Source: an optimization exercise on an open RTL-to-GDS flow (aim: small area, a short achievable clock period and few clock cycles per item). Production flows keep margins and buffers that such runs may drop.
In this exercise RTL edits were held to simulation tests only and were not proved equivalent to the original.
No activity file was given, so power comes from the tool's default toggle rates.

===== design/flow/design.v =====
module magma_enc(
    input  clk,
    input  rst,
    input  start,
    input  [255:0] key,
    input  [63:0] block_in,
    output ready,
    output reg valid,
    output [31:0] data,
    output [31:0] data_out
);
localparam [511:0] SB0 = 512'h1f307d8e9b5a264cf0db74e1c5a93286069c471edaf2853bb9e35a076f4d128cc24be390d618a5f70e34187bac296fd573ad0b4fc19652e82bc96af43850de71;
localparam [511:0] SB1 = 512'hc1f307d8e9b5a2646f0db74e1c5a9328b069c471edaf2853cb9e35a076f4d1287c24be390d618a5f50e34187bac296fd873ad0b4fc19652e12bc96af43850de7;
reg [31:0] kr0, kr1, kr2, kr3, kr4, kr5, kr6, kr7;
reg [31:0] rk;
reg [31:0] a1, a0;
reg [4:0]  cnt;
reg        busy;
assign ready = !busy;
assign data_out = a0;
assign data     = a1;
wire [7:0]  gen, prop;
wire [31:0] t0, t1;
genvar n;
generate
    for (n = 0; n < 8; n = n + 1) begin : nib
        wire [3:0] x = a0[4*n+3:4*n];
        wire [3:0] k = rk[4*n+3:4*n];
        wire [3:0] gg = x & k;
        wire [3:0] tt = x | k;
        wire [3:0] pp = x ^ k;
        wire [3:0] s;
        assign s[0]  = pp[0];
        assign s[1]  = pp[1] ^ gg[0];
        assign s[2]  = pp[2] ^ (gg[1] | tt[1] & x[0] & k[0]);
        assign s[3]  = pp[3] ^ (gg[2] | tt[2] & x[1] & k[1] | tt[2] & tt[1] & x[0] & k[0]);
        assign gen[n]  = gg[3] | tt[3] & gg[2] | tt[3] & tt[2] & gg[1] | tt[3] & tt[2] & tt[1] & gg[0];
        assign prop[n] = gg[3] | tt[3] & gg[2] | tt[3] & tt[2] & gg[1] | tt[3] & tt[2] & tt[1] & tt[0];
        wire [63:0] row  = SB0[64*(7-n) +: 64];
        wire [63:0] row1 = SB1[64*(7-n) +: 64];
        assign t0[4*n+3:4*n] = row[4*s +: 4];
        assign t1[4*n+3:4*n] = row1[4*s +: 4];
    end
endgenerate
wire [7:0] cin;
assign cin[0] = 1'b0;
generate
    for (n = 1; n < 8; n = n + 1) begin : cy
        wire [n-1:0] term;
        genvar j;
        for (j = 0; j < n; j = j + 1) begin : tm
            if (j == n - 1) begin : last
                assign term[j] = gen[j];
            end else begin : mid
                assign term[j] = gen[j] & (&prop[n-1:j+1]);
            end
        end
        assign cin[n] = |term;
    end
endgenerate
wire [31:0] a1r = {a1[10:0], a1[31:11]};
wire [31:0] blr = {block_in[10:0], block_in[31:11]};
wire [31:0] v0 = busy ? (a1r ^ t0) : blr;
wire [31:0] v1 = busy ? (a1r ^ t1) : blr;
wire [31:0] sbx;
generate
    for (n = 0; n < 8; n = n + 1) begin : sel
        assign sbx[4*n+3:4*n] = cin[n] ? v1[4*n+3:4*n] : v0[4*n+3:4*n];
    end
endgenerate
wire [31:0] a0_next = {sbx[20:0], sbx[31:21]};
reg [31:0] rk_next;
always @(*) begin
    if (cnt < 5'd23)
        rk_next = kr1;
    else
        case (cnt[1:0])
            2'd3: rk_next = kr0;    
            2'd0: rk_next = kr6;    
            2'd1: rk_next = kr4;    
            default: rk_next = kr2;  
        endcase
end
always @(posedge clk) begin
    if (!busy) begin
        kr0 <= key[255:224];
        kr1 <= key[223:192];
        kr2 <= key[191:160];
        kr3 <= key[159:128];
        kr4 <= key[127:96];
        kr5 <= key[95:64];
        kr6 <= key[63:32];
        kr7 <= key[31:0];
        rk  <= key[255:224];
        a1  <= block_in[63:32];
        cnt <= 5'd0;
    end else begin
        kr0 <= kr1;
        kr1 <= kr2;
        kr2 <= kr3;
        kr3 <= kr4;
        kr4 <= kr5;
        kr5 <= kr6;
        kr6 <= kr7;
        kr7 <= kr0;
        rk  <= rk_next;
        a1  <= a0;
        cnt <= cnt + 5'd1;
    end
end
always @(posedge clk) begin
    a0 <= a0_next;
end
always @(posedge clk) begin
    if (rst) begin
        busy  <= 1'b0;
        valid <= 1'b0;
    end else begin
        valid <= busy && (cnt == 5'd31);
        if (!busy)
            busy <= start;
        else if (cnt == 5'd31)
            busy <= 1'b0;
    end
end
endmodule

===== design/flow/flow/run.sh =====
#!/bin/bash
cp standard.sh standard_sh.txt
export BUFFER_PORTS_ARGS="-buffer_cell sky130_fd_sc_hd__buf_1"
bash standard.sh > standard.log 2>&1

===== design/flow/standard.sh =====
#!/bin/bash
# synth_recipe.tcl (not shown) runs the flow's synth.tcl, then flattens the netlist and writes it again
# the make line also repeats each setting of config.mk as NAME=value (left out here)
make -C /OpenROAD-flow-scripts/flow DESIGN_CONFIG=/design/flow/config.mk WORK_HOME=/design/flow/orfs CLKGATE_MAP_FILE= SYNTH_SCRIPT=/design/flow/synth_recipe.tcl "${@:-finish}"

===== design/flow/config.mk =====
export PLATFORM = sky130hd
export DESIGN_NAME = magma_enc
export DESIGN_NICKNAME = magma_enc
export VERILOG_FILES = /design/flow/design.v
export SDC_FILE = /design/flow/constraint.sdc
export NUM_CORES = 4
export LEC_CHECK = 0
export CAP_MARGIN = 20
export CORE_MARGIN = 2
export CORE_UTILIZATION = 55
export CTS_CLUSTER_DIAMETER = 100
export CTS_CLUSTER_SIZE = 24
export GPL_ROUTABILITY_DRIVEN = 0
export PLACE_DENSITY = 0.7
export SETUP_SLACK_MARGIN = 3.2
export SLEW_MARGIN = 20

===== design/flow/constraint.sdc =====
create_clock -name core_clock -period 6.0 [get_ports {clk}]
set_input_delay 1.2000 -clock core_clock [delete_from_list [all_inputs] [get_ports {clk}]]
set_output_delay 1.2000 -clock core_clock [all_outputs]
set_load 0.01 [all_outputs]

==> impl_metrics.yaml, run 1 <==
timing:
  tns_ns: 0
  fmax_mhz: 352
  tightest_slew_ns: 0.978
  finalSetupViolCount: 0
  period_minus_slack_ns: 2.84
  fin_crit_sh: 0.473
  finalHoldViolations: 0
  relSlewSlack: 0.348
  timing.clock.skew_ns: 0.0207
  rsz0062_at_grt: "true"
  drv_slew: 0
cells_and_area:
  mostFrequentLayoutCells: "388 x buf_1, 343 x dfxtp_1, 307 x mux2_2, 150 x nor2_1, 131 x a21oi_1"
  fin_nets: 2382
  final_cells: 2347
  area_delta_synth_final_pct: 17.6
  final_common_cell: "buf_1"
  drive_above_1_share: 0.239
power:
  seqPwrFrac: 0.301
  pwr-share-comb: 0.562
  power.internal_uw: 6260
  switchingPower_uw: 4160
  vdd_drop_max_v: 0.000268
  switching_share: 0.400
  power.leakage_uw: 0.00803
  clockPowerShare: 0.137
  power.density_nw_per_um2: 527
routing:
  dr.first_iter.drc_count: 815
  ant_nets: 0
  via_per_inst: 5.43
  wl_per_cell_microns: 18.7
  first_pass_iters: 8
  route.detailed.drc: 0
  num_vias: 12700
  totalWireLength_mm: 43.9
logic_synthesis:
  ys_seq_area_frac: 0.427
  async_flop_share: 0
  syn-num-nets: 2017
  ys_seq_elements: 359
  synthCells: 1579
  synth_edf_count: 0
  syn_area_sq_um: 16800
  synth_warnings: 1
  synth.avg_cell_area_sq_um: 10.7
  synthFlopType: "dfxtp_1"
  synth.distinct_cells: 60
floorplanning:
  std_cell_rows: 64
  start_util: 0.554
  die_h_microns: 179
  die_w_microns: 179
  pin_count: 389
  die_area_sq_um: 32000
  core_sq_um: 30300
global_route:
  grt_pass1_wl_mm: 65.1
  gr-total-overflow: 0
  antenna_found_initial: 5
  grt_max_degree: 205
  grt_pass1_vias: 12300
  grtUsageTotal: 0.261
clocking:
  cts.sinks: 359
  cts_made_buffers: 19
  cts-root-buf: "clkbuf_16"
  htree_levels: 1
  cts_tree: "yes"
  worstSkewPairLatency_ns: 0.53
  cts_max_path_buffers: 3
  path_clk_slew_ns: 0.09
run_status:
  status: "timing/DRC/antenna clean"
min_path:
  hp-class: "reg -> reg"
  min_path_cells: 1
flow_run:
  maxCapViolCount: 0
critical_path:
  worst-r2r-cell-count: 11
  timing_worst_setup_path_type: "reg -> out"
  cp.arrival_ns: 1.64
  crit_path_start_kind: "flop"
  setup.worst_path.end_class: "primary output"
  required_ns: 4.80
  crit_fanout: 31
placement:
  io_buffers: 388
  hpwl_mm: 32.3
  dp.cells: 2297
==> area by class of cell <==
cell class	count	area (sq um)
multi-input combinational	1036	9390
inverter	110	414
clock buffer	21	493
sequential	359	7220
antenna	3	7.51
timing repair buffer	418	1710
clock inverter	4	60.1
fill	2473	10600
tap	396	495
==> flip-flops by register name, indices dropped and copies added, names as in the netlist <==
signal  cells
a0         32
a1         32
busy        1
cnt         5
kr0        32
kr1        32
kr2        32
kr3        32
kr4        32
kr5        32
kr6        32
kr7        32
rk         32
valid       1
==> routing by layer <==
| metal | routed length, microns | global-route usage | vias up | part of all wire |
|---|---|---|---|---|
| met2 | 20700 | 0.449 | 443 | 0.47 |
| met1 | 18200 | 0.316 | 5966 | 0.41 |
| met5 | 16 | 0 | - | 0.00036 |
| met3 | 3530 | 0.0704 | 89 | 0.080 |
| met4 | 1470 | 0.0860 | 2 | 0.034 |
| li1 | - | - | 6240 | - |
==> kinds of logic after synthesis <==
| logic type | synth area share |
|---|---|
| AO/OA/AOI/OAI | 0.0938 |
| XOR/XNOR | 0.0333 |
| adder cells (fa/ha/maj) | 0.0855 |
| buffers and inverters | 0.0413 |
| flip-flops | 0.427 |
| multiplexers | 0.251 |
| AND/OR/NAND/NOR | 0.0675 |
==> power groups by stage <==
stage / sequential (uW) / clock (uW) / combinational, uW
after floorplan: 3090 / 0 / 3990
after global placement: 3150 / 0 / 4990
after detailed placement: 3170 / 0 / 5130
after CTS: 3120 / 1460 / 5460
after global routing: 3170 / 1530 / 6450
final: 3140 / 1430 / 5850
==> stage by stage <==
step	util	hold WS, ns	total power, uW	setup WS [ns]	area [sq um]
6_report	0.652	0.442	10400	3.16	19800
5_1_grt	0.652	0.459	11200	3.06	19800
4_1_cts	0.640	0.446	10000	3.06	19400
3_5_place_dp	0.613	0.440	8310	2.75	18600
3_3_place_gp	0.613	0.435	8140	2.79	18600
2_1_floorplan	-	0.426	7080	3.26	16800
==> Yosys cell counts (3+ instances only) <==
master	number	area share
nor3_1	14	0.0042
and2_1	5	0.0019
mux2_2	308	0.21
mux2i_1	25	0.015
xnor2_1	33	0.017
o21bai_1	6	0.0027
buf_1	5	0.0011
a222oi_1	32	0.019
a221oi_1	3	0.0016
nand3_1	7	0.0021
or3_1	3	0.0011
inv_1	109	0.024
clkbuf_1	70	0.016
or2_2	5	0.0019
nor4_1	3	0.0011
mux4_2	22	0.029
nand3b_1	9	0.0040
o211ai_1	8	0.0036
nor2b_1	8	0.0030
o21ai_0	20	0.0060
nand2_1	35	0.0078
a31oi_1	4	0.0015
xor2_1	31	0.016
a21oi_1	134	0.040
dfxtp_1	359	0.43
a221o_1	4	0.0024
ha_1	115	0.086
nor2_1	151	0.034
nand2b_1	7	0.0026
a211oi_1	7	0.0031
==> critical path: stages (launching register included) <==
cell and delay [ns]:
dfxtp_4 0.64, clkinv_2 0.25, buf_1 0.21
==> repair_timing <==
item / CTS / global route
cloned: 0 / 1
pin swaps: 10 / 22
endpoints found under the setup margin: 97 / 100
hold buffers: 0 / 0
gates resized for setup: 41 / 49
buffers inserted: 7 / 14
==> path summary, 6_finish.rpt <==
kind                            slack [ns]  startpoint       to
worst max-delay path                  3.16        busy    ready
worst min-delay path                  0.44     kr7[10]  kr6[10]
worst max register to register        3.19      a0[18]    a0[7]
worst min register to register        0.44     kr7[10]  kr6[10]
Testbench counts, summed over its fixed seeds: cycles 25,344, items 768.
==> run 2: changes to the inputs <==
--- a/design/flow/config.mk
+++ b/design/flow/config.mk
@@ -12,3 +12,2 @@
 export CTS_CLUSTER_SIZE = 24
-export GPL_ROUTABILITY_DRIVEN = 0
 export PLACE_DENSITY = 0.7
==> run 2 against run 1 <==
  * Still clean on timing, DRC and antenna
  * Count of clock-buffer cells in the layout did not move
  * First-iteration DRC count did not move
  * Cell count did not move
  * Synthesized area did not move
  * Critical path type unchanged
  * Critical endpoint unchanged
  * Largest power group unchanged
  * Highest routed layer unchanged
==> impl_metrics.yaml, run 2 <==
critical_path:
  rrSetupSlack_ns: 3.19
  worstReg2RegStart: "a0[18]"
  setup.worst_path.end_class: "primary output"
  cp_slowest_cell: "dfxtp_4"
  crit_path_cell_trace: "clkinv_2 > buf_1"
  cp.arrival_ns: 1.64
  crit_path_start_kind: "flop"
  cp_slowest_stage_delay_ns: 0.64
  timing_worst_setup_path_type: "reg -> out"
  worst-r2r-cell-count: 11
  worst_r2r_endpoint: "a0[7]"
  required_ns: 4.80
  crit_fanout: 31
placement:
  io_buffers: 388
  finalWeightedCongestion: 0.889
  hpwl_mm: 32.3
  post-place-ws_ns: 2.75
routing:
  route.detailed.drc: 0
  wl_per_cell_microns: 18.7
  num_vias: 12700
  dr.first_iter.drc_count: 815
  first_pass_iters: 8
  ant_nets: 0
  via_per_inst: 5.43
  totalWireLength_mm: 43.9
global_route:
  grt_pass1_vias: 12300
  gr-total-overflow: 0
  grtUsageTotal: 0.261
  antenna_found_initial: 5
  grt_pass1_wl_mm: 65.1
  grt_max_degree: 205
logic_synthesis:
  synth.most_common_cell: "dfxtp_1"
  synth_top_area_cell: "dfxtp_1"
  synthTopCellsByCount: "359 x dfxtp_1, 308 x mux2_2, 151 x nor2_1"
  ys_seq_area_frac: 0.427
  synthFlopType: "dfxtp_1"
  ys_seq_elements: 359
  async_flop_share: 0
  synth_top_area_frac: 0.427
  synth.distinct_cells: 60
  synth_warnings: 1
  synthCells: 1579
  synth_edf_count: 0
  synthTopCellsByArea: "dfxtp_1 43%, mux2_2 21%, ha_1 8.6%"
  syn-num-nets: 2017
  syn_area_sq_um: 16800
  synth.avg_cell_area_sq_um: 10.7
timing:
  finalSetupViolCount: 0
  fin_ws_ns: 3.16
  drv_slew: 0
  relSlewSlack: 0.348
  tns_ns: 0
  fin_crit_sh: 0.473
  timing.clock.skew_ns: 0.0207
  rsz0062_at_grt: "true"
  finalHoldViolations: 0
  holdWs_ns: 0.442
  fmax_mhz: 352
  tightest_slew_ns: 0.978
  period_minus_slack_ns: 2.84
run_status:
  status: "timing/DRC/antenna clean"
cells_and_area:
  fin_nets: 2382
  final_common_cell: "buf_1"
  drive_above_1_share: 0.239
  area_delta_synth_final_pct: 17.6
  final_util: 0.652
  mostFrequentLayoutCells: "388 x buf_1, 343 x dfxtp_1, 307 x mux2_2, 150 x nor2_1, 131 x a21oi_1"
min_path:
  hp-class: "reg -> reg"
  worstHoldStart: "kr7[10]"
  holdPathEnd: "kr6[10]"
  min_path_cells: 1
floorplanning:
  pin_count: 389
  die_w_microns: 179
  start_util: 0.554
  die_h_microns: 179
  die_area_sq_um: 32000
  core_sq_um: 30300
  std_cell_rows: 64
clocking:
  cts_max_path_buffers: 3
  cts.sinks: 359
  cts_made_buffers: 19
  path_clk_slew_ns: 0.09
  cts_tree: "yes"
  htree_levels: 1
  cts-root-buf: "clkbuf_16"
  worstSkewPairLatency_ns: 0.53
power:
  vdd_drop_max_v: 0.000268
  power.density_nw_per_um2: 527
  power.leakage_uw: 0.00803
flow_run:
  maxCapViolCount: 0
## run 2: final cells by class
cell class	count	area [sq um]
Fill cell	2473	10600
Multi-Input combinational cell	1036	9390
Sequential cell	359	7220
Timing Repair Buffer	418	1710
Tap cell	396	495
Clock buffer	21	493
Inverter	110	414
Clock inverter	4	60.1
Antenna cell	3	7.51
## run 2: per-stage QoR
step / std cells / instance area, sq um / power [uW]
3_3_place_gp: 2297 / 18600 / 8140
4_1_cts: 2329 / 19400 / 10000
5_1_grt: 2346 / 19800 / 11200
3_5_place_dp: 2297 / 18600 / 8310
6_report: 2347 / 19800 / 10400
2_1_floorplan: 1579 / 16800 / 7080
## run 2: timing repair
item	CTS	global route
resized for setup	41	49
pin swaps	10	22
endpoints found under the setup margin	97	100
hold buffers	0	0
cloned	0	1
buffers inserted	7	14
## run 2: logic make-up (layout without fill, tap and decap cells)
kind of cell,count (synthesis),in the layout,synth area share
AOI/OAI and AO/OA,244,244,0.0938
xor gates and xnor gates,64,65,0.0333
adders and majority gates,115,115,0.0855
buffers and inverters,185,553,0.0413
DFF,359,359,0.427
muxes,356,356,0.251
other,0,3,0
and+or+nand+nor,256,256,0.0675
## run 2: critical path: cells and delay by family, from the launching register on
kind                   cells  cell delay (ns)
buffers and inverters      2             0.46
DFF                        1             0.64
## run 2: how the worst max path moves through the flow
stage	start	to	slack (ns)	cells after the start
3_5_place_dp	a0[25]	a0[3]	2.75	10
6_report	busy	ready	3.16	2
5_1_grt	a0[18]	a0[7]	3.06	11
4_1_cts	a0[27]	a0[3]	3.06	9
3_3_place_gp	a0[25]	a0[3]	2.79	10
2_1_floorplan	a0[25]	a0[4]	3.26	10
## run 2: per-layer routing
layer | GRT usage | up-vias | part of all wire
li1 | - | 6240 | -
met1 | 0.316 | 5966 | 0.41
met2 | 0.449 | 443 | 0.47
met3 | 0.0704 | 89 | 0.080
met4 | 0.0860 | 2 | 0.034
met5 | 0 | - | 0.00036
## run 2: where the power goes
| part | internal, uW | switching [uW] | leakage (uW) |
|---|---|---|---|
| Clock | 642 | 786 | 0.000272 |
| Sequential | 2780 | 357 | 0.00303 |
| Combinational | 2830 | 3020 | 0.00473 |
| Total | 6260 | 4160 | 0.00803 |
==> run 3: changes to the inputs <==
--- a/design/flow/config.mk
+++ b/design/flow/config.mk
@@ -9,6 +9,6 @@
 export CORE_MARGIN = 2
-export CORE_UTILIZATION = 55
+export CORE_UTILIZATION = 60
 export CTS_CLUSTER_DIAMETER = 100
 export CTS_CLUSTER_SIZE = 24
-export PLACE_DENSITY = 0.7
+export PLACE_DENSITY = 0.75
 export SETUP_SLACK_MARGIN = 3.2
==> run 3 against run 2 <==
  * Still clean on timing, DRC and antenna
  * Setup slack worse by 0.010 ns
  * Flip-flop and latch count is the same
  * Synthesized area unchanged
  * Cell count decreased by 0.89%
  * Sequential power about the same
  * Combinational power is 3% higher
  * Non-clock buffer count grew 5
  * Wire length increased by 2.8%
  * Critical path type is now reg -> reg
  * Largest power group unchanged
==> impl_metrics.yaml, run 3 <==
cells_and_area:
  final_util: 0.716
  diodes: 0
  drive_above_1_share: 0.246
  fin_nets: 2385
  area_delta_synth_final_pct: 17.9
  mostFrequentLayoutCells: "388 x buf_1, 345 x dfxtp_1, 306 x mux2_2, 150 x nor2_1, 132 x a21oi_1"
  final_common_cell: "buf_1"
critical_path:
  required_ns: 6.41
  cp.buffers_inverters: 0
  cp.arrival_ns: 3.26
  crit_fanout: 4
  cp_slowest_stage_delay_ns: 0.43
  timing_worst_setup_path_type: "reg -> reg"
  crit_path_start_kind: "flop"
  cp_slowest_cell: "or3_4"
  setup.worst_path.end_class: "flop"
  critPathTopFamily: "simple AND/OR/NAND/NOR gates"
  crit_path_cell_trace: "ha_4 > nor3b_4 > nor3_2 > nand2_2 > a221o_1 > or3_4 > a31oi_4 > mux2i_4 > xnor2_1 > mux2_4"
logic_synthesis:
  async_flop_share: 0
  synthTopCellsByCount: "359 x dfxtp_1, 308 x mux2_2, 151 x nor2_1"
  synth_warnings: 1
  synth.distinct_cells: 60
  synthCells: 1579
  syn_area_sq_um: 16800
  syn-num-nets: 2017
  synthTopCellsByArea: "dfxtp_1 43%, mux2_2 21%, ha_1 8.6%"
  synth.most_common_cell: "dfxtp_1"
  synth_edf_count: 0
  synth_top_area_cell: "dfxtp_1"
  synth.avg_cell_area_sq_um: 10.7
  synthFlopType: "dfxtp_1"
  synth_top_area_frac: 0.427
  ys_seq_elements: 359
  ys_seq_area_frac: 0.427
timing:
  timing.clock.skew_ns: 0.0281
  rsz0062_at_grt: "true"
  finalHoldViolations: 0
  tns_ns: 0
  fin_crit_sh: 0.475
  period_minus_slack_ns: 2.85
  finalSetupViolCount: 0
  relSlewSlack: 0.372
  drv_slew: 0
  fmax_mhz: 351
  tightest_slew_ns: 0.943
placement:
  io_buffers: 388
  finalWeightedCongestion: 0.898
  hpwl_mm: 32.7
global_route:
  gr-total-overflow: 0
  top_usage_layer: "met2"
  met2_usage: 0.494
  use_met1: 0.367
  grtUsageTotal: 0.291
  grt.met3_usage: 0.0693
  antenna_found_initial: 1
  grt_pass1_vias: 12500
  grt_pass1_wl_mm: 66.9
  grt_max_degree: 171
clocking:
  cts_max_path_buffers: 3
  htree_levels: 1
  cts_made_buffers: 18
  worstSkewPairLatency_ns: 0.53
  cts_tree: "yes"
  cts.sinks: 359
  path_clk_slew_ns: 0.10
  cts_hold_buf: 0
  cts-root-buf: "clkbuf_16"
routing:
  first_pass_iters: 6
  via_per_inst: 5.55
  num_vias: 12900
  wl_per_cell_microns: 19.4
  totalWireLength_mm: 45.1
  dr.first_iter.drc_count: 1009
  ant_nets: 0
  route.detailed.drc: 0
floorplanning:
  pin_count: 389
  start_util: 0.607
  die_w_microns: 171
  core_sq_um: 27700
  die_area_sq_um: 29400
  die_h_microns: 171
  std_cell_rows: 61
power:
  vdd_drop_max_v: 0.000253
  power.leakage_uw: 0.00802
  power.density_nw_per_um2: 529
flow_run:
  maxCapViolCount: 0
min_path:
  hp-class: "reg -> reg"
run_status:
  status: "timing/DRC/antenna clean"
## run 3: cell count changes in the layout (fill, tap and decap cells not counted), moves of 3 or more
cell / change
buf_12: +3
mux2i_2: +3
dfxtp_2: -3
ha_4: +3
ha_2: +7
ha_1: -10
diode_2: -3
buf_4: +3
mux2i_1: -3
## run 3: through the flow
stage                     power, uW  hold slack (ns)  instances  area, sq um  setup slack (ns)
after floorplan                7080            0.426       1579        16800              3.26
after global placement         8150            0.435       2276        18600              2.78
final                         10500            0.453       2326        19800              3.15
after CTS                     10100            0.460       2312        19500              3.11
after detailed placement       8330            0.438       2276        18600              2.76
after global routing          11200            0.472       2326        19800              3.03
## run 3: cell families (layout without fill, tap and decap cells)
kind of cell / after synthesis / count (layout) / share of synthesized area
buffers and inverters: 185 / 554 / 0.0413
XOR/XNOR: 64 / 64 / 0.0333
AO/OA/AOI/OAI: 244 / 244 / 0.0938
adder cells (fa/ha/maj): 115 / 115 / 0.0855
AND/OR/NAND/NOR: 256 / 256 / 0.0675
flip-flops: 359 / 359 / 0.427
multiplexers: 356 / 356 / 0.251
## run 3: power by group
part           internal [uW]  switching, uW  total (uW)
registers               2780            346        3130
logic                   2890           3150        6050
clock network            573            748        1320
total                   6250           4250       10500
## run 3: timing repair
| item | 4_1_cts | 5_1_grt |
|---|---|---|
| pin swaps | 16 | 20 |
| endpoints found under the hold margin | 0 | 0 |
| resized for setup | 55 | 52 |
| endpoints found under the setup margin | 27 | 26 |
| buffers inserted | 15 | 14 |
## run 3: final cells by class
class | count | area (sq um)
multi-input combinational | 1035 | 9480
fill | 2074 | 7870
timing repair buffer | 423 | 1760
clock buffer | 21 | 483
sequential | 359 | 7220
tap | 378 | 473
inverter | 110 | 417
## run 3: path summary, 6_finish.rpt
| path | to | slack, ns | cells past startpoint | from |
|---|---|---|---|---|
| min | kr2[25] | 0.45 | 1 | kr3[25] |
| min reg2reg | kr2[25] | 0.45 | 1 | kr3[25] |
| max reg2reg | a0[10] | 3.15 | 10 | a0[17] |
| max | a0[10] | 3.15 | 10 | a0[17] |
## run 3: per-layer routing
layer | vias up | share of wire
met5 | - | 0.00029
met4 | 2 | 0.033
met3 | 94 | 0.084
met2 | 499 | 0.48
met1 | 6064 | 0.41
li1 | 6245 | -
==> run 4: changes to the inputs <==
--- a/design/flow/config.mk
+++ b/design/flow/config.mk
@@ -9,6 +9,6 @@
 export CORE_MARGIN = 2
-export CORE_UTILIZATION = 60
+export CORE_UTILIZATION = 50
 export CTS_CLUSTER_DIAMETER = 100
 export CTS_CLUSTER_SIZE = 24
-export PLACE_DENSITY = 0.75
+export PLACE_DENSITY = 0.65
 export SETUP_SLACK_MARGIN = 3.2
==> run 4 against run 3 <==
  * Synthesized area unchanged
  * Sequential share of layout area decreased by 0.058 points
  * Non-clock buffer count increased by 3
  * Still clean
  * Via count decreased by 0.85%
  * Count of clock-buffer cells in the layout decreased by 1
==> impl_metrics.yaml, run 4 <==
logic_synthesis:
  synthFlopType: "dfxtp_1"
  ys_seq_area_frac: 0.427
  synth_edf_count: 0
  synth_top_area_cell: "dfxtp_1"
  syn-num-nets: 2017
  synth_top_area_frac: 0.427
  synthCells: 1579
  ys_seq_elements: 359
  async_flop_share: 0
  synthTopCellsByCount: "359 x dfxtp_1, 308 x mux2_2, 151 x nor2_1"
  synthTopCellsByArea: "dfxtp_1 43%, mux2_2 21%, ha_1 8.6%"
  synth.most_common_cell: "dfxtp_1"
  synth.distinct_cells: 60
  synth.avg_cell_area_sq_um: 10.7
  syn_area_sq_um: 16800
  synth_warnings: 1
min_path:
  hp-class: "reg -> reg"
critical_path:
  worstReg2RegStart: "a0[18]"
  rrSetupSlack_ns: 3.19
  startpoint: "a0[18]"
  crit_path_start_kind: "flop"
  crit_cells: 11
  worst_r2r_endpoint: "a0[8]"
  timing_worst_setup_path_type: "reg -> reg"
  crit_fanout: 4
  required_ns: 6.43
  cp-endpoint: "a0[8]"
  cp.buffers_inverters: 1
  cp_slowest_cell: "or3_4"
  worst-r2r-cell-count: 11
  crit_path_cell_trace: "inv_1 > ha_2 > nor3b_1 > nor3_1 > nand2_1 > a221o_1 > or3_4 > a31oi_4 > mux2i_2 > xnor2_1 > mux2_4"
  cp.arrival_ns: 3.23
  cp_slowest_stage_delay_ns: 0.42
  critPathTopFamily: "simple AND/OR/NAND/NOR gates"
  setup.worst_path.end_class: "flop"
cells_and_area:
  final_cells: 2405
  final_common_cell: "buf_1"
  fill_cells: 2962
  mostFrequentLayoutCells: "388 x buf_1, 346 x dfxtp_1, 307 x mux2_2, 150 x nor2_1, 132 x a21oi_1"
  fin_nets: 2389
  area_delta_synth_final_pct: 18.1
  drive_above_1_share: 0.240
power:
  switchingPower_uw: 4150
  power.density_nw_per_um2: 522
  power.leakage_uw: 0.00805
  seqPwrFrac: 0.303
  pwr-share-comb: 0.565
  power.internal_uw: 6210
  switching_share: 0.400
  clockPowerShare: 0.133
  vdd_drop_max_v: 0.000409
timing:
  drv_slew: 0
  fin_crit_sh: 0.468
  tns_ns: 0
  relSlewSlack: 0.145
  rsz0062_at_grt: "true"
  finalSetupViolCount: 0
  holdWs_ns: 0.458
  timing.clock.skew_ns: 0.0150
  fmax_mhz: 356
  finalHoldViolations: 0
  tightest_slew_ns: 1.28
  fin_ws_ns: 3.19
  period_minus_slack_ns: 2.81
routing:
  dr.first_iter.drc_count: 764
  num_vias: 12800
  via_per_inst: 5.32
  ant_nets: 0
  route.detailed.drc: 0
  totalWireLength_mm: 44.9
  wl_per_cell_microns: 18.7
  first_pass_iters: 5
global_route:
  gr-total-overflow: 0
  grt_pass1_vias: 12600
  grt_pass1_wl_mm: 68.1
  antenna_found_initial: 6
  grt_max_degree: 223
  grtUsageTotal: 0.245
floorplanning:
  start_util: 0.504
  die_area_sq_um: 35100
  pin_count: 389
  die_w_microns: 187
  die_h_microns: 187
  core_sq_um: 33400
  std_cell_rows: 67
clocking:
  cts.sinks: 359
  cts_hold_buf: 0
  worstSkewPairLatency_ns: 0.53
  htree_levels: 1
  cts_made_buffers: 19
  cts_max_path_buffers: 3
  cts_tree: "yes"
  path_clk_slew_ns: 0.09
  cts-root-buf: "clkbuf_16"
run_status:
  status: "timing/DRC/antenna clean"
placement:
  hpwl_mm: 33.4
  io_buffers: 388
  dp.cells: 2349
  post-place-ws_ns: 2.75
  finalWeightedCongestion: 0.888
flow_run:
  maxCapViolCount: 0
[run 4: cell counts after synthesis]
No cell type changed its count.
[run 4: worst min-delay path by stage]
stage	depth (start not counted)	start	slack, ns	endpoint
3_5_place_dp	1	kr5[9]	0.44	kr4[9]
6_report	1	kr5[31]	0.46	kr4[31]
5_1_grt	1	kr3[22]	0.47	kr2[22]
2_1_floorplan	1	cnt[0]	0.43	cnt[0]
3_3_place_gp	1	kr7[31]	0.44	kr6[31]
4_1_cts	1	kr3[11]	0.46	kr2[11]
[run 4: area by class of cell]
class	count	area, sq um	area share
diodes	2	5.00	0.000252
repair buffers	426	1770	0.0890
multi-input cells	1035	9380	0.472
flip-flops and latches	359	7220	0.363
clock inverters	5	40.0	0.00202
inverters	110	417	0.0210
well taps	448	561	0.0282
clock buffers	20	479	0.0241
[run 4: kinds of logic after synthesis]
logic type	Yosys count	synth area share
AOI/OAI and AO/OA	244	0.0938
xor gates and xnor gates	64	0.0333
adders and majority gates	115	0.0855
buffers and inverters	185	0.0413
DFF	359	0.427
muxes	356	0.251
and+or+nand+nor	256	0.0675
[run 4: per-stage QoR]
step           area (sq um)  power, uW   util
4_1_cts               19500      10000  0.585
3_3_place_gp          18700       8170  0.560
2_1_floorplan         16800       7080      -
6_report              19900      10400  0.596
5_1_grt               19900      11100  0.595
3_5_place_dp          18700       8310  0.560
[run 4: worst register-to-register path: stages (launching register included)]
cell and delay [ns]:
dfxtp_2 0.37, inv_1 0.07, ha_2 0.19, nor3b_1 0.05, nor3_1 0.22, nand2_1 0.11
a221o_1 0.34, or3_4 0.42, a31oi_4 0.31, mux2i_2 0.26, xnor2_1 0.09, mux2_4 0.26
[run 4: repair_timing]
item	4_1_cts	5_1_grt
pin swaps	13	19
gates resized for setup	41	49
gates cloned	0	0
endpoints found under the setup margin	25	85
setup buffers	14	15
[run 4: per-layer routing]
metal  part of all wire  vias to the layer above  global-route usage
li1                   -                     6259                   -
met4              0.029                        2              0.0684
met3              0.070                       61              0.0542
met1               0.43                     6080               0.317
met2               0.47                      392               0.412
met5            0.00029                        -                   0
[run 4: power by group through the flow]
stage / clock network [uW] / registers (uW) / logic (uW)
2_1_floorplan: 0 / 3090 / 3990
3_3_place_gp: 0 / 3150 / 5020
3_5_place_dp: 0 / 3170 / 5140
4_1_cts: 1420 / 3120 / 5470
5_1_grt: 1490 / 3180 / 6420
6_report: 1370 / 3140 / 5850
==> run 5: changes to the inputs <==
--- a/design/flow/config.mk
+++ b/design/flow/config.mk
@@ -9,7 +9,7 @@
 export CORE_MARGIN = 2
-export CORE_UTILIZATION = 50
+export CORE_UTILIZATION = 55
 export CTS_CLUSTER_DIAMETER = 100
 export CTS_CLUSTER_SIZE = 24
-export PLACE_DENSITY = 0.65
-export SETUP_SLACK_MARGIN = 3.2
+export PLACE_DENSITY = 0.7
+export SETUP_SLACK_MARGIN = 3.4
 export SLEW_MARGIN = 20
==> run 5 against run 4 <==
  * Still clean
  * Die area shrank 8.9%
  * Setup slack lost 0.0044 ns
  * Count of clock-buffer cells in the layout is the same
  * Wire length grew 1.7%
  * Sequential power is essentially flat
  * Synthesized area is the same
  * Non-clock buffer count grew 38
  * Critical path type unchanged
  * Highest routed layer unchanged
==> impl_metrics.yaml, run 5 <==
run_status:
  status: "timing/DRC/antenna clean"
placement:
  hpwl_mm: 32.3
  io_buffers: 388
  finalWeightedCongestion: 0.837
global_route:
  grt_max_degree: 169
  gr-total-overflow: 0
  antenna_found_initial: 8
  grtUsageTotal: 0.269
  grt_pass1_vias: 12700
  grt_pass1_wl_mm: 66.9
routing:
  ant_nets: 0
  dr.first_iter.drc_count: 968
  via_per_inst: 5.46
  num_vias: 13100
  totalWireLength_mm: 45.6
  route.detailed.drc: 0
  first_pass_iters: 8
  wl_per_cell_microns: 19.1
floorplanning:
  start_util: 0.554
  core_sq_um: 30300
  die_area_sq_um: 32000
  pin_count: 389
  die_h_microns: 179
  std_cell_rows: 64
  die_w_microns: 179
critical_path:
  cp_slowest_stage_delay_ns: 0.41
  worstReg2RegStart: "a0[6]"
  crit_path_start_kind: "flop"
  crit_path_cell_trace: "inv_1 > ha_1 > nor2_1 > a221o_1 > a21oi_2 > a21oi_2 > or3_4 > a31oi_4 > mux2i_1 > xnor2_1 > mux2_4"
  timing_worst_setup_path_type: "reg -> reg"
  worst_r2r_endpoint: "a0[8]"
  cp.arrival_ns: 3.22
  worst-r2r-cell-count: 11
  required_ns: 6.41
  cp_slowest_cell: "or3_4"
  setup.worst_path.end_class: "flop"
  path_common_cell: "a21oi_2"
  crit_fanout: 4
  rrSetupSlack_ns: 3.19
logic_synthesis:
  syn_area_sq_um: 16800
  ys_seq_area_frac: 0.427
  synth_top_area_frac: 0.427
  synthTopCellsByArea: "dfxtp_1 43%, mux2_2 21%, ha_1 8.6%"
  synth.distinct_cells: 60
  synthTopCellsByCount: "359 x dfxtp_1, 308 x mux2_2, 151 x nor2_1"
  synth_top_area_cell: "dfxtp_1"
  synth_warnings: 1
  synth.most_common_cell: "dfxtp_1"
  synthCells: 1579
  ys_seq_elements: 359
  synth_edf_count: 0
  syn-num-nets: 2017
  synthFlopType: "dfxtp_1"
  async_flop_share: 0
  synth.avg_cell_area_sq_um: 10.7
cells_and_area:
  drive_above_1_share: 0.290
  fill_cells: 2363
  final_common_cell: "buf_1"
  fin_nets: 2429
  area_delta_synth_final_pct: 21.9
  mostFrequentLayoutCells: "388 x buf_1, 332 x dfxtp_1, 307 x mux2_2, 146 x nor2_1, 126 x a21oi_1"
timing:
  fmax_mhz: 356
  rsz0062_at_grt: "true"
  relSlewSlack: 0.259
  fin_crit_sh: 0.468
  period_minus_slack_ns: 2.81
  holdWs_ns: 0.447
  finalHoldViolations: 0
  timing.clock.skew_ns: 0.0202
  drv_slew: 0
  finalSetupViolCount: 0
  tns_ns: 0
  tightest_slew_ns: 1.11
clocking:
  cts_tree: "yes"
  path_clk_slew_ns: 0.10
  cts-root-buf: "clkbuf_16"
  htree_levels: 1
  cts_made_buffers: 19
  worstSkewPairLatency_ns: 0.52
  cts.sinks: 359
  cts_max_path_buffers: 3
power:
  vdd_drop_max_v: 0.000278
  power.leakage_uw: 0.00826
  power.density_nw_per_um2: 548
min_path:
  worstHoldStart: "kr3[9]"
  hp-class: "reg -> reg"
  holdPathEnd: "kr2[9]"
  min_path_cells: 1
flow_run:
  maxCapViolCount: 0
run 5: changes by cell type in the layout (fill, tap and decap cells not counted), sizes merged:
| cell | change |
|---|---|
| clkinvlp | +1 |
| inv | -3 |
| xor2 | +2 |
| diode | +4 |
| buf | +38 |
run 5: final cells by class:
class                      count  area (sq um)  share of cell area
sequential                   359          7250               0.353
timing repair buffer         464          2090               0.102
clock inverter                 3          32.5             0.00159
clock buffer                  20           479              0.0234
inverter                     110           419              0.0204
antenna                        6          15.0            0.000732
multi-input combinational   1037          9720               0.474
tap                          396           495              0.0242
run 5: power by group:
| part | switching [uW] | total, uW | internal [uW] | leakage [uW] |
|---|---|---|---|---|
| registers | 343 | 3140 | 2800 | 0.00303 |
| logic | 3370 | 6740 | 3370 | 0.00498 |
| clock network | 771 | 1360 | 584 | 0.000247 |
run 5: worst max-delay path by stage:
stage                      start  endpoint  depth (start not counted)
after floorplan           a0[17]    a0[27]                         10
after global placement    a0[21]     a0[0]                         11
after detailed placement  a0[21]     a0[0]                         11
after CTS                 a0[17]     a0[8]                         10
after global routing      rk[18]     a0[6]                         11
final                      a0[6]     a0[8]                         11
run 5: stage by stage:
stage | setup WS [ns] | area [sq um] | util | cells | total power (uW)
6_report | 3.19 | 20500 | 0.675 | 2395 | 11200
3_3_place_gp | 2.95 | 18700 | 0.615 | 2297 | 8160
3_5_place_dp | 2.86 | 18700 | 0.615 | 2297 | 8320
5_1_grt | 3.08 | 20500 | 0.675 | 2393 | 12000
4_1_cts | 3.23 | 19900 | 0.656 | 2363 | 10400
2_1_floorplan | 3.40 | 16900 | - | 1579 | 7130
run 5: worst max-delay path, delay by kind of cell, from the launching register on:
kind / cells / cell delay [ns]
compound gates: 4 / 0.91
xor+xnor: 1 / 0.10
flops: 1 / 0.36
mux: 2 / 0.56
buf+inv: 1 / 0.06
simple gates: 2 / 0.50
fa+ha+maj: 1 / 0.20
run 5: what timing repair did:
action	in CTS	in global routing
hold buffers	0	0
resized for setup	82	95
pin swaps	28	26
endpoints found under the setup margin	31	31
cloned	0	2
buffers inserted	43	24
run 5: logic make-up (layout without fill, tap and decap cells):
family                     Yosys count  after routing  synth area share
AOI/OAI and AO/OA                  244            244            0.0938
xor gates and xnor gates            64             66            0.0333
buffers and inverters              185            597            0.0413
muxes                              356            356             0.251
and+or+nand+nor                    256            256            0.0675
DFF                                359            359             0.427
other                                0              6                 0
adders and majority gates          115            115            0.0855
run 5: layer usage:
metal	vias to the layer above	part of all wire	track usage
met5	-	0.00028	0
li1	6347	-	-
met3	79	0.079	0.0617
met1	6190	0.41	0.334
met2	468	0.48	0.464
met4	2	0.030	0.0850
==> run 6: changes to the inputs <==
--- a/design/flow/config.mk
+++ b/design/flow/config.mk
@@ -7,2 +7,3 @@
 export LEC_CHECK = 0
+export ABC_AREA = 1
 export CAP_MARGIN = 20
@@ -13,3 +14,3 @@
 export PLACE_DENSITY = 0.7
-export SETUP_SLACK_MARGIN = 3.4
+export SETUP_SLACK_MARGIN = 3.5
 export SLEW_MARGIN = 20
==> run 6 against run 5 <==
  * Combinational power shrank 26%
  * Still clean
  * Synthesized cell count grew 74%
  * Die area grew 8.2%
  * Worst hold slack lost 0.019 ns
  * Global-route usage grew 4.0 points
  * Clock skew shrank 0.0078 ns
  * Sequential share of layout area shrank 0.54 points
  * Setup slack gained 0.35 ns
  * Sequential power shrank 2%
==> impl_metrics.yaml, run 6 <==
routing:
  first_pass_iters: 5
  num_vias: 18200
  ant_nets: 0
  via_per_inst: 5.17
  totalWireLength_mm: 56.0
  dr.first_iter.drc_count: 1429
  route.detailed.drc: 0
  wl_per_cell_microns: 15.9
clocking:
  cts_tree: "yes"
  path_clk_slew_ns: 0.10
  cts_hold_buf: 0
  htree_levels: 1
  cts_max_path_buffers: 3
  cts_made_buffers: 19
  worstSkewPairLatency_ns: 0.53
  cts-root-buf: "clkbuf_16"
  cts.sinks: 359
critical_path:
  cp.arrival_ns: 1.26
  crit_path_cell_trace: "buf_1"
  crit_path_start_kind: "flop"
  setup.worst_path.end_class: "primary output"
  timing_worst_setup_path_type: "reg -> out"
  crit_fanout: 5
  cp_slowest_stage_delay_ns: 0.54
  critPathTopFamily: "flip-flops"
  required_ns: 4.80
  cp_slowest_cell: "dfxtp_1"
  cp.buffers_inverters: 1
logic_synthesis:
  synth.distinct_cells: 35
  synth_top_area_frac: 0.394
  synth_compound_area_frac: 0.0661
  synthTopCellsByCount: "1380 x nand2_1, 359 x dfxtp_1, 225 x nand3_1"
  async_flop_share: 0
  syn-num-nets: 3183
  synthTopCellsByArea: "dfxtp_1 39%, nand2_1 28%, ha_1 7.9%"
  syn_area_sq_um: 18200
  synth_mux_area_frac: 0
  synth.avg_cell_area_sq_um: 6.64
  synth_warnings: 1
  ys_seq_elements: 359
  synthCells: 2745
  synthFlopType: "dfxtp_1"
  synth_top_family_by_area: "simple AND/OR/NAND/NOR gates"
  synth_top_area_cell: "dfxtp_1"
  synth_edf_count: 0
  synthSimpleGateAreaFrac: 0.388
  synthAdderAreaFrac: 0.0789
  synth.most_common_cell: "nand2_1"
  ys_seq_area_frac: 0.394
  synth-xor-area-share: 0.00761
placement:
  placed_area_sq_um: 19900
  hpwl_mm: 41.5
  io_buffers: 388
  finalWeightedCongestion: 0.950
flow_run:
  maxCapViolCount: 0
cells_and_area:
  fin_nets: 3516
  area_delta_synth_final_pct: 13.3
  drive_above_1_share: 0.0396
  final_area_sq_um: 20700
  mostFrequentLayoutCells: "1379 x nand2_1, 388 x buf_1, 355 x dfxtp_1, 225 x nand3_1, 182 x inv_1"
  final_common_cell: "nand2_1"
power:
  vdd_drop_max_v: 0.000238
  clockPowerShare: 0.146
  power.leakage_uw: 0.0107
  power.density_nw_per_um2: 456
  switching_share: 0.467
  switchingPower_uw: 4400
  pwr-share-comb: 0.527
  p_total_uw: 9420
  power.internal_uw: 5020
  seqPwrFrac: 0.327
timing:
  tightest_slew_ns: 1.09
  fmax_mhz: 406
  tns_ns: 0
  drv_slew: 0
  timing.clock.skew_ns: 0.0124
  fin_crit_sh: 0.410
  finalHoldViolations: 0
  relSlewSlack: 0.276
  finalSetupViolCount: 0
  period_minus_slack_ns: 2.46
  rsz0062_at_grt: "true"
floorplanning:
  die_h_microns: 186
  die_area_sq_um: 34600
  core_sq_um: 32600
  pin_count: 389
  die_w_microns: 186
  std_cell_rows: 66
  start_util: 0.559
run_status:
  status: "timing/DRC/antenna clean"
global_route:
  grt_max_degree: 251
  grt_pass1_vias: 16400
  antenna_found_initial: 5
  gr-total-overflow: 0
  grt_pass1_wl_mm: 84.7
  grtUsageTotal: 0.309
min_path:
  hp-class: "reg -> reg"
-- run 6: kinds of logic (layout without fill, tap and decap cells) --
family                     Yosys count  after routing
AOI/OAI and AO/OA                  210            210
DFF                                359            359
adders and majority gates          115            115
and+or+nand+nor                   1749           1749
buffers and inverters              297            633
xor gates and xnor gates            15             15
other                                0              2
-- run 6: worst paths after layout --
| check | slack, ns | cells after the start | to | from |
|---|---|---|---|---|
| worst min-delay path | 0.43 | 2 | kr2[24] | kr3[24] |
| worst max register to register | 3.61 | 15 | a0[10] | a0[29] |
| worst max-delay path | 3.54 | 1 | data_out[20] | a0[20] |
| worst min register to register | 0.43 | 2 | kr2[24] | kr3[24] |
-- run 6: area by class of cell --
class,count,area [sq um]
fill,3140,11900
antenna,2,5.00
sequential,359,7200
inverter,194,758
timing repair buffer,412,1660
tap,442,553
clock inverter,4,37.5
multi-input combinational,2089,9950
timing repair inverter,3,31.3
clock buffer,20,479
-- run 6: repair_timing --
item / 4_1_cts / 5_1_grt
resized for setup: 8 / 14
cloned: 1 / 2
setup buffers: 5 / 9
pin swaps: 0 / 2
endpoints found under the setup margin: 28 / 36
-- run 6: layer usage --
metal | wire length, microns | part of all wire | global-route usage | vias up
met5 | 26 | 0.00046 | 0 | -
met4 | 1490 | 0.027 | 0.0844 | 4
met3 | 3820 | 0.068 | 0.0425 | 81
met2 | 25900 | 0.46 | 0.519 | 636
met1 | 24800 | 0.44 | 0.417 | 8236
li1 | - | - | - | 9258
-- run 6: per-stage QoR --
stage / worst slack [ns] / cells / hold slack, ns / util
finish: 3.54 / 3525 / 0.428 / 0.634
global route: 3.43 / 3525 / 0.444 / 0.634
global placement: 2.94 / 3482 / 0.405 / 0.610
detailed placement: 2.93 / 3482 / 0.408 / 0.610
CTS: 3.41 / 3512 / 0.431 / 0.629
floorplan: 3.72 / 2745 / 0.403 / -
-- run 6: power by group through the flow --
stage	combinational [uW]	sequential [uW]	clock, uW
2_1_floorplan	3610	3060	0
3_3_place_gp	4700	3120	0
3_5_place_dp	4760	3130	0
4_1_cts	4820	3070	1400
5_1_grt	5670	3120	1480
6_report	4960	3080	1380
==> run 7: changes to the inputs <==
--- a/design/flow/config.mk
+++ b/design/flow/config.mk
@@ -14,3 +14,3 @@
 export PLACE_DENSITY = 0.7
-export SETUP_SLACK_MARGIN = 3.5
+export SETUP_SLACK_MARGIN = 3.75
 export SLEW_MARGIN = 20
==> run 7 against run 6 <==
  * Synthesized cell count is the same
  * Non-clock buffer count grew 58
  * Die area is the same
  * Synthesized area is the same
  * Total power grew 7.3%
  * Clock skew grew 0.015 ns
  * Sequential power is essentially flat
  * Global-route usage grew 1.0 points
  * Register-to-register slack gained 0.17 ns
==> impl_metrics.yaml, run 7 <==
logic_synthesis:
  synth_top_area_cell: "dfxtp_1"
  synthFlopType: "dfxtp_1"
  ys_seq_elements: 359
  ys_seq_area_frac: 0.394
  synth.most_common_cell: "nand2_1"
  synthTopCellsByCount: "1380 x nand2_1, 359 x dfxtp_1, 225 x nand3_1"
  synth_top_area_frac: 0.394
  synthCells: 2745
  synth_warnings: 1
  syn-num-nets: 3183
  synth.distinct_cells: 35
  synth.avg_cell_area_sq_um: 6.64
  synth_edf_count: 0
  syn_area_sq_um: 18200
  async_flop_share: 0
  synthTopCellsByArea: "dfxtp_1 39%, nand2_1 28%, ha_1 7.9%"
critical_path:
  crit_fanout: 3
  required_ns: 4.80
  timing_worst_setup_path_type: "reg -> out"
  rrSetupSlack_ns: 3.78
  crit_path_start_kind: "flop"
  setup.worst_path.end_class: "primary output"
  cp.arrival_ns: 1.17
timing:
  tns_ns: 0
  finalSetupViolCount: 0
  relSlewSlack: 0.407
  holdWs_ns: 0.426
  period_minus_slack_ns: 2.37
  finalHoldViolations: 0
  fin_crit_sh: 0.395
  drv_slew: 0
  rsz0062_at_grt: "true"
  tightest_slew_ns: 0.890
  timing.clock.skew_ns: 0.0278
  fmax_mhz: 422
routing:
  dr.first_iter.drc_count: 1398
  wl_per_cell_microns: 16.3
  first_pass_iters: 5
  num_vias: 18800
  ant_nets: 0
  totalWireLength_mm: 58.4
  route.detailed.drc: 0
  via_per_inst: 5.24
global_route:
  grt_max_degree: 255
  grt.met3_usage: 0.0638
  top_usage_layer: "met2"
  grt_pass1_wl_mm: 86.7
  antenna_found_initial: 11
  use_met1: 0.394
  grt_pass1_vias: 17100
  grtUsageTotal: 0.320
  met2_usage: 0.546
  gr-total-overflow: 0
min_path:
  hp-class: "reg -> reg"
placement:
  placed_area_sq_um: 19900
  io_buffers: 388
  hpwl_mm: 41.6
  finalWeightedCongestion: 0.911
power:
  switchingPower_uw: 4570
  vdd_drop_max_v: 0.000227
  power.leakage_uw: 0.0112
  clockPowerShare: 0.141
  power.internal_uw: 5530
  switching_share: 0.453
  power.density_nw_per_um2: 464
  pwr-share-comb: 0.554
  seqPwrFrac: 0.305
flow_run:
  maxCapViolCount: 0
floorplanning:
  die_h_microns: 186
  pin_count: 389
  die_w_microns: 186
  die_area_sq_um: 34600
  start_util: 0.559
  std_cell_rows: 66
  core_sq_um: 32600
clocking:
  cts_tree: "yes"
  cts-root-buf: "clkbuf_16"
  cts_hold_buf: 0
  worstSkewPairLatency_ns: 0.54
  path_clk_slew_ns: 0.10
  cts_max_path_buffers: 3
  cts_made_buffers: 19
  htree_levels: 1
  cts.sinks: 359
cells_and_area:
  mostFrequentLayoutCells: "1376 x nand2_1, 323 x buf_1, 284 x dfxtp_1, 219 x nand3_1, 176 x inv_1"
  fill_cells: 3023
  drive_above_1_share: 0.111
  final_common_cell: "nand2_1"
  area_delta_synth_final_pct: 19.3
  final_area_sq_um: 21800
  fin_nets: 3574
run_status:
  status: "timing/DRC/antenna clean"
[run 7: logic make-up (layout without fill, tap and decap cells)]
logic type | Yosys count | in the layout | share of synthesized area
simple gates | 1749 | 1749 | 0.388
buf+inv | 297 | 690 | 0.0654
xor+xnor | 15 | 15 | 0.00761
flops | 359 | 359 | 0.394
fa+ha+maj | 115 | 115 | 0.0789
compound gates | 210 | 210 | 0.0661
other cells | 0 | 8 | 0
[run 7: area by class of cell]
| class | count | area [sq um] | share of cell area |
|---|---|---|---|
| clock inverter | 3 | 57.6 | 0.00264 |
| timing repair inverter | 3 | 26.3 | 0.00121 |
| inverter | 194 | 748 | 0.0344 |
| clock buffer | 20 | 479 | 0.0220 |
| tap | 442 | 553 | 0.0254 |
| timing repair buffer | 470 | 2350 | 0.108 |
| multi-input combinational | 2089 | 10200 | 0.467 |
| sequential | 359 | 7360 | 0.338 |
| antenna | 8 | 20.0 | 0.000920 |
[run 7: final timing paths]
path / startpoint / endpoint / depth (start not counted)
setup / recovery: busy / ready / 2
hold / removal: kr3[2] / kr2[2] / 2
hold reg to reg: kr3[2] / kr2[2] / 2
setup reg to reg: busy / rk[24] / 6
[run 7: timing repair]
action	4_1_cts	5_1_grt
setup buffers	33	39
pin swaps	6	8
gates resized for setup	185	77
cloned	3	1
endpoints found under the setup margin	239	82
[run 7: power by group through the flow]
stage                     registers [uW]  logic [uW]  clock network (uW)
after floorplan                     3060        3620                   0
after global placement              3120        4690                   0
after detailed placement            3130        4770                   0
after CTS                           3080        5160                1440
after global routing                3110        6300                1520
final                               3080        5590                1430
[run 7: metal layers]
| layer | up-vias | share of wire |
|---|---|---|
| met2 | 670 | 0.47 |
| met5 | - | 0.00075 |
| met1 | 8613 | 0.41 |
| met3 | 108 | 0.079 |
| met4 | 6 | 0.038 |
| li1 | 9397 | - |
[run 7: metrics by stage]
step | setup WS (ns) | instances | power, uW | util
4_1_cts | 3.63 | 3540 | 9680 | 0.648
3_3_place_gp | 3.49 | 3481 | 7810 | 0.610
5_1_grt | 3.62 | 3586 | 10900 | 0.667
6_report | 3.63 | 3588 | 10100 | 0.667
3_5_place_dp | 3.48 | 3481 | 7900 | 0.610
2_1_floorplan | 3.78 | 2745 | 6670 | -
[run 7: critical path, stage by stage (launching register included)]
cell     delay [ns]
dfxtp_4        0.46
inv_16         0.05
buf_6          0.12
==> run 8: changes to the inputs <==
--- a/design/flow/config.mk
+++ b/design/flow/config.mk
@@ -14,3 +14,3 @@
 export PLACE_DENSITY = 0.7
-export SETUP_SLACK_MARGIN = 3.75
+export SETUP_SLACK_MARGIN = 3.65
 export SLEW_MARGIN = 20
==> run 8 against run 7 <==
  * Still clean on timing, DRC and antenna
  * Die area did not move
  * Critical path depth did not move
  * Design area fell by 4.1%
  * Register-to-register slack got worse by 0.05 ns
  * Total power fell by 5.1%
  * Setup slack improved by 0.0072 ns
  * Non-clock buffer count fell by 53
  * Cell count fell by 1.6%
  * Clock skew fell by 0.0095 ns
  * Global-route usage fell by 0.60 points
  * Utilization fell by 2.7 points
  * Via count fell by 2.5%
  * Critical path type unchanged
  * Largest power group unchanged
==> impl_metrics.yaml, run 8 <==
logic_synthesis:
  synth.distinct_cells: 35
  synth.most_common_cell: "nand2_1"
  syn_area_sq_um: 18200
  ys_seq_area_frac: 0.394
  synthFlopType: "dfxtp_1"
  ys_seq_elements: 359
  synth_top_area_cell: "dfxtp_1"
  synth_top_area_frac: 0.394
  async_flop_share: 0
  synth_edf_count: 0
  syn-num-nets: 3183
  synthCells: 2745
  synthTopCellsByArea: "dfxtp_1 39%, nand2_1 28%, ha_1 7.9%"
  synth.avg_cell_area_sq_um: 6.64
  synth_warnings: 1
  synthTopCellsByCount: "1380 x nand2_1, 359 x dfxtp_1, 225 x nand3_1"
routing:
  wl_per_cell_microns: 16.0
  via_per_inst: 5.19
  ant_nets: 0
  totalWireLength_mm: 56.4
  num_vias: 18300
  first_pass_iters: 5
  dr.first_iter.drc_count: 1392
  route.detailed.drc: 0
clocking:
  path_clk_slew_ns: 0.10
  cts-root-buf: "clkbuf_16"
  cts.sinks: 359
  cts_made_buffers: 19
  cts_max_path_buffers: 3
  htree_levels: 1
  worstSkewPairLatency_ns: 0.53
  cts_tree: "yes"
  cts_hold_buf: 0
timing:
  fmax_mhz: 423
  relSlewSlack: 0.342
  tns_ns: 0
  rsz0062_at_grt: "true"
  timing.clock.skew_ns: 0.0183
  finalHoldViolations: 0
  tightest_slew_ns: 0.987
  period_minus_slack_ns: 2.36
  finalSetupViolCount: 0
  fin_ws_ns: 3.64
  drv_slew: 0
  fin_crit_sh: 0.394
floorplanning:
  core_sq_um: 32600
  die_h_microns: 186
  std_cell_rows: 66
  start_util: 0.559
  die_area_sq_um: 34600
  die_w_microns: 186
  pin_count: 389
critical_path:
  cp.arrival_ns: 1.16
  timing_worst_setup_path_type: "reg -> out"
  setup.worst_path.end_class: "primary output"
  crit_path_start_kind: "flop"
  cp_slowest_stage_delay_ns: 0.45
  critPathTopFamily: "flip-flops"
  required_ns: 4.80
  cp_slowest_cell: "dfxtp_4"
  crit_fanout: 5
  crit_path_cell_trace: "inv_16 > buf_6"
  cp.buffers_inverters: 2
cells_and_area:
  final_common_cell: "nand2_1"
  final_area_sq_um: 20900
  multiInputGateArea_sq_um: 10000
  mostFrequentLayoutCells: "1379 x nand2_1, 376 x buf_1, 309 x dfxtp_1, 224 x nand3_1, 178 x inv_1"
  fill_cells: 3110
  final_util: 0.640
  area_delta_synth_final_pct: 14.5
  seq_area_sq_um: 7260
  fin_nets: 3521
  drive_above_1_share: 0.0638
placement:
  io_buffers: 388
  hpwl_mm: 41.5
  post-place-ws_ns: 2.93
  finalWeightedCongestion: 0.950
  placed_area_sq_um: 19900
global_route:
  antenna_found_initial: 5
  grt_pass1_vias: 16500
  grt_max_degree: 251
  grtUsageTotal: 0.314
  grt_pass1_wl_mm: 85.6
  gr-total-overflow: 0
power:
  power.leakage_uw: 0.0107
  p_total_uw: 9590
  vdd_drop_max_v: 0.000238
  power.density_nw_per_um2: 459
min_path:
  hp-class: "reg -> reg"
flow_run:
  maxCapViolCount: 0
run_status:
  status: "timing/DRC/antenna clean"
[run 8: kinds of logic (layout without fill, tap and decap cells)]
logic type | Yosys count | in the layout | synth area share
other cells | 0 | 2 | 0
simple gates | 1749 | 1749 | 0.388
flops | 359 | 359 | 0.394
buf+inv | 297 | 638 | 0.0654
xor+xnor | 15 | 15 | 0.00761
compound gates | 210 | 210 | 0.0661
fa+ha+maj | 115 | 115 | 0.0789
[run 8: repair_timing]
| item | 4_1_cts | 5_1_grt |
|---|---|---|
| setup buffers | 7 | 12 |
| gates cloned | 3 | 0 |
| resized for setup | 48 | 56 |
| setup endpoints to repair | 102 | 67 |
| endpoints found under the hold margin | 0 | 0 |
| pin swaps | 1 | 5 |
[run 8: worst paths after layout]
| kind | from | endpoint | slack [ns] | cells after the start |
|---|---|---|---|---|
| worst max-delay path | busy | ready | 3.64 | 2 |
| worst min-delay path | kr3[24] | kr2[24] | 0.43 | 2 |
| worst min register to register | kr3[24] | kr2[24] | 0.43 | 2 |
| worst max register to register | cnt[0] | rk[17] | 3.73 | 9 |
[run 8: area by class of cell]
type	instances	area share
diodes	2	0.000240
clock buffers	20	0.0230
clock inverters	4	0.00180
inverters	194	0.0358
multi-input cells	2089	0.481
flip-flops and latches	359	0.348
well taps	442	0.0265
repair buffers	417	0.0829
repair inverters	3	0.00126
[run 8: worst min-delay path, stage by stage (launching register included)]
cell and delay, ns:
dfxtp_1 0.31, nand2_1 0.05, nand2_1 0.05
[run 8: where the power goes]
group | total, uW | internal, uW | switching, uW
clock | 1380 | 584 | 795
sequential | 3110 | 2770 | 338
combinational | 5100 | 1780 | 3320
total | 9590 | 5140 | 4450
[run 8: layer usage]
layer  up-vias  GRT usage  part of all wire
met4         2      0.101             0.031
met2       658      0.522              0.46
met5         -          0           0.00027
met3        80     0.0405             0.067
met1      8305      0.422              0.44
li1       9279          -                 -
[run 8: through the flow]
stage                     hold slack, ns  cells
after floorplan                    0.403   2745
after global placement             0.405   3482
after detailed placement           0.408   3482
after CTS                          0.431   3516
after global routing               0.444   3530
final                              0.427   3530
==> run 9: changes to the inputs <==
--- a/design/flow/config.mk
+++ b/design/flow/config.mk
@@ -16 +16,2 @@
 export SLEW_MARGIN = 20
+export TNS_END_PERCENT = 10
==> run 9 against run 8 <==
  * Flip-flop and latch count is the same
  * Die area is the same
  * Critical path type unchanged
  * Synthesized cell count is the same
  * Maximum frequency shrank 2.9%
  * Design area shrank 0.89%
  * Wire length shrank 0.23%
  * Synthesized area is the same
==> impl_metrics.yaml, run 9 <==
run_status:
  status: "timing/DRC/antenna clean"
cells_and_area:
  area_delta_synth_final_pct: 13.4
  fin_nets: 3512
  final_cells: 3522
  seq_area_sq_um: 7200
  fill_cells: 3146
  drive_above_1_share: 0.0413
  final_common_cell: "nand2_1"
  multiInputGateArea_sq_um: 10000
  mostFrequentLayoutCells: "1379 x nand2_1, 387 x buf_1, 353 x dfxtp_1, 224 x nand3_1, 180 x inv_1"
logic_synthesis:
  synth.avg_cell_area_sq_um: 6.64
  synthTopCellsByCount: "1380 x nand2_1, 359 x dfxtp_1, 225 x nand3_1"
  synthFlopType: "dfxtp_1"
  synth.distinct_cells: 35
  ys_seq_area_frac: 0.394
  synth_edf_count: 0
  synthCells: 2745
  syn_area_sq_um: 18200
  syn-num-nets: 3183
  synth_top_area_cell: "dfxtp_1"
  synth_top_area_frac: 0.394
  synth.most_common_cell: "nand2_1"
  synthTopCellsByArea: "dfxtp_1 39%, nand2_1 28%, ha_1 7.9%"
  synth_warnings: 1
  ys_seq_elements: 359
  async_flop_share: 0
global_route:
  gr-total-overflow: 0
  grtUsageTotal: 0.313
  grt_max_degree: 251
  grt_pass1_wl_mm: 85.6
  grt_pass1_vias: 16500
  antenna_found_initial: 4
critical_path:
  critPathTopFamily: "flip-flops"
  setup.worst_path.end_class: "primary output"
  required_ns: 4.80
  timing_worst_setup_path_type: "reg -> out"
  cp.arrival_ns: 1.23
  rrSetupSlack_ns: 3.62
  crit_fanout: 5
  cp_slowest_cell: "dfxtp_1"
  cp_slowest_stage_delay_ns: 0.51
  crit_path_cell_trace: "buf_1"
  crit_path_start_kind: "flop"
  cp.buffers_inverters: 1
routing:
  first_pass_iters: 5
  dr.first_iter.drc_count: 1336
  totalWireLength_mm: 56.3
  route.detailed.drc: 0
  ant_nets: 0
  wl_per_cell_microns: 16.0
  num_vias: 18200
  via_per_inst: 5.16
timing:
  fin_crit_sh: 0.406
  period_minus_slack_ns: 2.43
  finalHoldViolations: 0
  tightest_slew_ns: 1.06
  drv_slew: 0
  tns_ns: 0
  fmax_mhz: 411
  relSlewSlack: 0.296
  holdWs_ns: 0.429
  timing.clock.skew_ns: 0.0129
  fin_ws_ns: 3.57
  rsz0062_at_grt: "true"
  finalSetupViolCount: 0
power:
  pwr-share-comb: 0.529
  power.internal_uw: 5040
  vdd_drop_max_v: 0.000238
  clockPowerShare: 0.146
  seqPwrFrac: 0.325
  switchingPower_uw: 4430
  switching_share: 0.468
  power.density_nw_per_um2: 458
  power.leakage_uw: 0.0106
floorplanning:
  start_util: 0.559
  pin_count: 389
  std_cell_rows: 66
  die_h_microns: 186
  core_sq_um: 32600
  die_w_microns: 186
  die_area_sq_um: 34600
placement:
  post-place-ws_ns: 2.93
  dp.cells: 3482
  finalWeightedCongestion: 0.950
  hpwl_mm: 41.5
  io_buffers: 388
clocking:
  cts-root-buf: "clkbuf_16"
  worstSkewPairLatency_ns: 0.53
  htree_levels: 1
  path_clk_slew_ns: 0.10
  cts.sinks: 359
  cts_max_path_buffers: 3
  cts_made_buffers: 19
  cts_tree: "yes"
min_path:
  hp-class: "reg -> reg"
flow_run:
  maxCapViolCount: 0
## run 9: cell types whose count changed in the layout (fill, tap and decap cells not counted), sizes merged
cell    before  now
diode        2    3
buf        409  408
clkbuf      28   20
## run 9: worst reg2reg max path, stage by stage (launching register included)
cell and delay (ns):
dfxtp_1 0.48, inv_1 0.13, ha_1 0.32, xnor2_1 0.35, inv_1 0.16, ha_1 0.36, xor2_1 0.17, nand2_1 0.08
nand3_1 0.06, nand3_1 0.10, nand2_1 0.06
## run 9: final timing paths
| kind | startpoint | endpoint | cells past startpoint |
|---|---|---|---|
| worst max-delay path | a0[28] | data_out[28] | 1 |
| worst min-delay path | kr3[26] | kr2[26] | 2 |
| worst max register to register | a0[1] | a0[12] | 10 |
| worst min register to register | kr3[26] | kr2[26] | 2 |
## run 9: metrics by stage
stage	cell area, sq um	utilization	power [uW]
floorplan	18200	-	6670
global placement	19900	0.610	7820
detailed placement	19900	0.610	7890
CTS	20500	0.630	9310
global route	20700	0.634	10300
finish	20700	0.634	9470
## run 9: layer usage
metal / GRT usage / part of all wire / up-vias
met5: 0 / 0.00027 / -
met4: 0.101 / 0.032 / 2
met3: 0.0434 / 0.070 / 82
met2: 0.521 / 0.46 / 633
met1: 0.421 / 0.44 / 8196
li1: - / - / 9262
## run 9: kinds of logic (layout without fill, tap and decap cells)
family / Yosys count / count (layout) / share of synthesized area
DFF: 359 / 359 / 0.394
AOI/OAI and AO/OA: 210 / 210 / 0.0661
xor gates and xnor gates: 15 / 15 / 0.00761
and+or+nand+nor: 1749 / 1749 / 0.388
adders and majority gates: 115 / 115 / 0.0789
buffers and inverters: 297 / 629 / 0.0654
other: 0 / 3 / 0
## run 9: repair_timing
action / in CTS / in global routing
resized for setup: 11 / 24
gates cloned: 3 / 0
pin swaps: 1 / 2
hold buffers: 0 / 0
endpoints found under the setup margin: 102 / 91
buffers inserted: 7 / 3
## run 9: power by group through the flow
stage,Sequential (uW),Clock [uW],Combinational [uW]
after floorplan,3060,0,3610
after global placement,3120,0,4700
after detailed placement,3130,0,4760
after CTS,3070,1400,4840
after global routing,3110,1480,5720
final,3080,1380,5020
## run 9: layout make-up
| type | count | share of cell area |
|---|---|---|
| repair inverters | 3 | 0.00127 |
| clock buffers | 20 | 0.0232 |
| diodes | 3 | 0.000363 |
| inverters | 194 | 0.0362 |
| clock inverters | 4 | 0.00181 |
| well taps | 442 | 0.0267 |
| multi-input cells | 2089 | 0.484 |
| repair buffers | 408 | 0.0789 |
| flip-flops and latches | 359 | 0.348 |

-- separate check: timing with driven ports --
In the flow no input, the clock included, has a driving cell. The finished layouts below were timed again as built, in two steps. Step 1, drivers: a clkbuf_16 drives clk and a buf_2 each remaining input, both assumed. Step 2 adds t to the input delays and takes it off the output delays; t is the mean of the earliest and latest rising clock arrival at the registers after step 1. Input paths then give back, and output paths get back, about the clock's delay inside the block. Slacks: ideal ports / drivers / drivers and shift; pairs: ideal ports / drivers.
run	t, ns	setup WS [ns]	clock arrival spread, ns
run 1	0.577	3.159 / 3.106 / 3.185	0.025 / 0.025
run 2	0.577	3.159 / 3.106 / 3.185	0.025 / 0.025
run 3	0.564	3.149 / 3.149 / 3.149	0.029 / 0.028
run 4	0.577	3.194 / 3.194 / 3.194	0.016 / 0.016
run 5	0.560	3.190 / 3.190 / 3.190	0.021 / 0.021
run 6	0.577	3.538 / 3.484 / 3.615	0.014 / 0.014
run 7	0.579	3.630 / 3.578 / 3.781	0.029 / 0.029
run 8	0.577	3.638 / 3.584 / 3.735	0.019 / 0.019
run 9	0.577	3.566 / 3.512 / 3.624	0.014 / 0.013
After both steps every run listed still meets setup and hold.
